From an optimization exercise on the open Yosys and OpenROAD flow, aimed at a short achievable clock period and few clock cycles; shortcuts taken in it are not production practice.
Function was checked by simulation only, so behaviour that the tests miss may differ from the original.
Power figures rest on the tool's default switching activity, not on a simulated workload.

==> flow/design.v (excerpt) <==
module Top(
    input clk,
    input reset,
    output [31:0] imem_addr,
    input [31:0] imem_rdata,
    output [31:0] dmem_addr,
    output [31:0] dmem_wdata,
    output dmem_we,
    input [31:0] dmem_rdata
    );
    reg [31:2] pcF, pcO;
    reg         bhS [0:31];
    reg [1:0]   bht [0:31];
    reg         huV, huT;        
    reg [4:0]   huI;
    reg        vD;
    reg [4:0]  rsD, rtD, dstD;
    reg [4:0]  keyD;
    reg [31:0] immD, rfA, rfB;
    reg        useRsD, useRtD, isImmD, rwD, ldD, stD, eLdD;
    reg        subD, andD, orD, sltD;
    reg        bqD, beqD, predD;
    reg        fXa, fXb, lXa, lXb, fMa, fMb;
    reg [31:2] altD;
    reg        vX, rwX, ldX, stX, eX, beqX, predX, bqX, sdLdX;
    reg        subX, andX, orX, sltX;
    reg [4:0]  dstX;
    reg [4:0]  idxX;
    reg [31:0] aX, bX, sdX;      
    reg [31:2] altX;
    reg        rwM, ldM, stM;
    reg [4:0]  dstM;
  ...
Size: ~160 I/O pins.
Settings: LEC_CHECK=0, ABC_CLOCK_PERIOD_IN_PS=3000, CAP_MARGIN=20, CORE_MARGIN=2, CORE_UTILIZATION=60, SETUP_SLACK_MARGIN=4.0, SLEW_MARGIN=20, TNS_END_PERCENT=10; clock period 7.0 ns.
standard.sh (not shown) runs the stock make flow with config.mk's settings and CLKGATE_MAP_FILE= SYNTH_SCRIPT=/design/flow/synth_recipe.tcl, a recipe that flattens the netlist after the stock synthesis.
==> flow/flow/run.sh <==
#!/bin/bash
# Standard layout, but the port buffers start as plain buffers (buf_4)
# instead of the delay buffers buffer_ports picks by default; the resizer
# then sizes them like any other buffer.
set -euo pipefail
export BUFFER_PORTS_ARGS="-buffer_cell sky130_fd_sc_hd__buf_4"
bash standard.sh finish > flow_make.log 2>&1
Testbench counts at the start, summed over its fixed seeds: cycles 62,905.
Next try:
--- a/flow/design.v
+++ b/flow/design.v
@@ -312,16 +312,15 @@
     wire tSum = fwdXrt & useSum, tSlt = fwdXrt & sltX;
     wire [31:0] sumB = (p0 ^ {32{subD}}) ^ cin;
     wire [31:0] aNext = aSum ? sum : aSlt ? {31'd0, sltBit} : aEarly;
     wire [31:0] bNext = bSum ? sumB :
                         bSlt ? {{31{subD}}, sltBit ^ subD} :
                         (bEarly ^ {32{subD}});
     wire [31:0] tNext = tSum ? sum : tSlt ? {31'd0, sltBit} : rtEarly;
-    wire eLd = eLdD & !fXa & !lXa & !fMa & !(vX & (ldX | stX));
-    wire [31:0] eAddr = rfA + immD;
+    wire eLd = eLdD & !(vX & (ldX | stX));
     wire stallD = vD & ((useRsD & ldXrs) | (useRtD & ldXrt));
     wire goX = vD & !stallD & !misX;
     wire [4:0] idxF = pcF[6:2];
     wire [31:2] pcF1 = pcF + 30'd1;
     wire [31:0] fi = imem_rdata;
     wire [5:0] opF = fi[31:26];
     wire [4:0] rsF = fi[25:21], rtF = fi[20:16], rdF = fi[15:11];
@@ -347,15 +346,15 @@
         sdX <= tNext;
         dstX <= dstD;
         altX <= altD;
         idxX <= keyD;
         dstM <= dstX;
         resM <= xRes;
         wdM <= sdLdX ? dmem_rdata : sdX;
-        addrR <= eLd ? eAddr : sum;
+        addrR <= (goX & eLd) ? immD : sum;
         if (rwM) rf[dstM] <= wbM;
         huI <= idxX;
         huT <= eqX;
         if (reset) begin
             pcF <= 0; pcO <= 0;
             vD <= 0;
             vX <= 0; rwX <= 0; ldX <= 0; stX <= 0; eX <= 0; beqX <= 0;
@@ -404,15 +403,15 @@
                 immD <= fImm;
                 rfA <= fA; rfB <= fB;
                 useRsD <= fR | fLW | fSW | fBQ;
                 useRtD <= fR | fBQ;
                 isImmD <= fLW | fSW;
                 rwD <= (fR | fLW) & (fDst != 0);
                 ldD <= fLW; stD <= fSW;
-                eLdD <= fLW;
+                eLdD <= fLW & (rsF == 0);
                 subD <= fR & ((fFn == 4'b0010) | (fFn == 4'b1010));
                 orD  <= fR & (fFn == 4'b0101);
                 sltD <= fR & (fFn == 4'b1010);
                 andD <= fR & !(fFn == 4'b0000 | fFn == 4'b0010 |
                                fFn == 4'b0101 | fFn == 4'b1010);
                 bqD <= fBq;
                 beqD <= fBq & !fSame;
Cell area went down slightly.
Routed wire length went down slightly.
Power went down by a few percent.
Utilization is about the same.
Flip-flop and latch count went up by 1.
Die area went down slightly.
Critical path depth went down by 9.
Combinational power went down by roughly a tenth.
Final cell count went down slightly.
Non-clock buffer count went down by 27.
Global-route usage went up by 0.34 points.
Testbench counts after the change, summed over its fixed seeds: cycles 63,485.

what the ideal ports hide:
The results above use ideal ports. As a check the final layouts listed here were re-extracted and re-timed, cells and wires unchanged. Step 1 sets driving cells, clkbuf_16 on the clock port and buf_2 on the other inputs (assumed; they add their load-dependent delay and slew). Step 2 adds t to the input delays and takes it off the output delays; t is the mean of the earliest and latest rising clock arrival at the registers after step 1. Input paths then give back, and output paths get back, about the clock's delay inside the block. Slacks: ideal ports / drivers / drivers and shift; pairs: ideal ports / drivers.
run | t (ns) | setup slack, ns | worst register clock-pin slew, ns | cell pins on the clock port's net
the first run | 0.899 | 3.644 / 3.443 / 2.544 | 0.07 / 0.07 | 1
the second run | 0.903 | 3.694 / 3.583 / 2.680 | 0.07 / 0.07 | 1
After both steps every run listed still meets setup and hold. The setup slack of the first run, which loses most, moves by -0.201 ns with the drivers and by -1.100 ns with both steps.
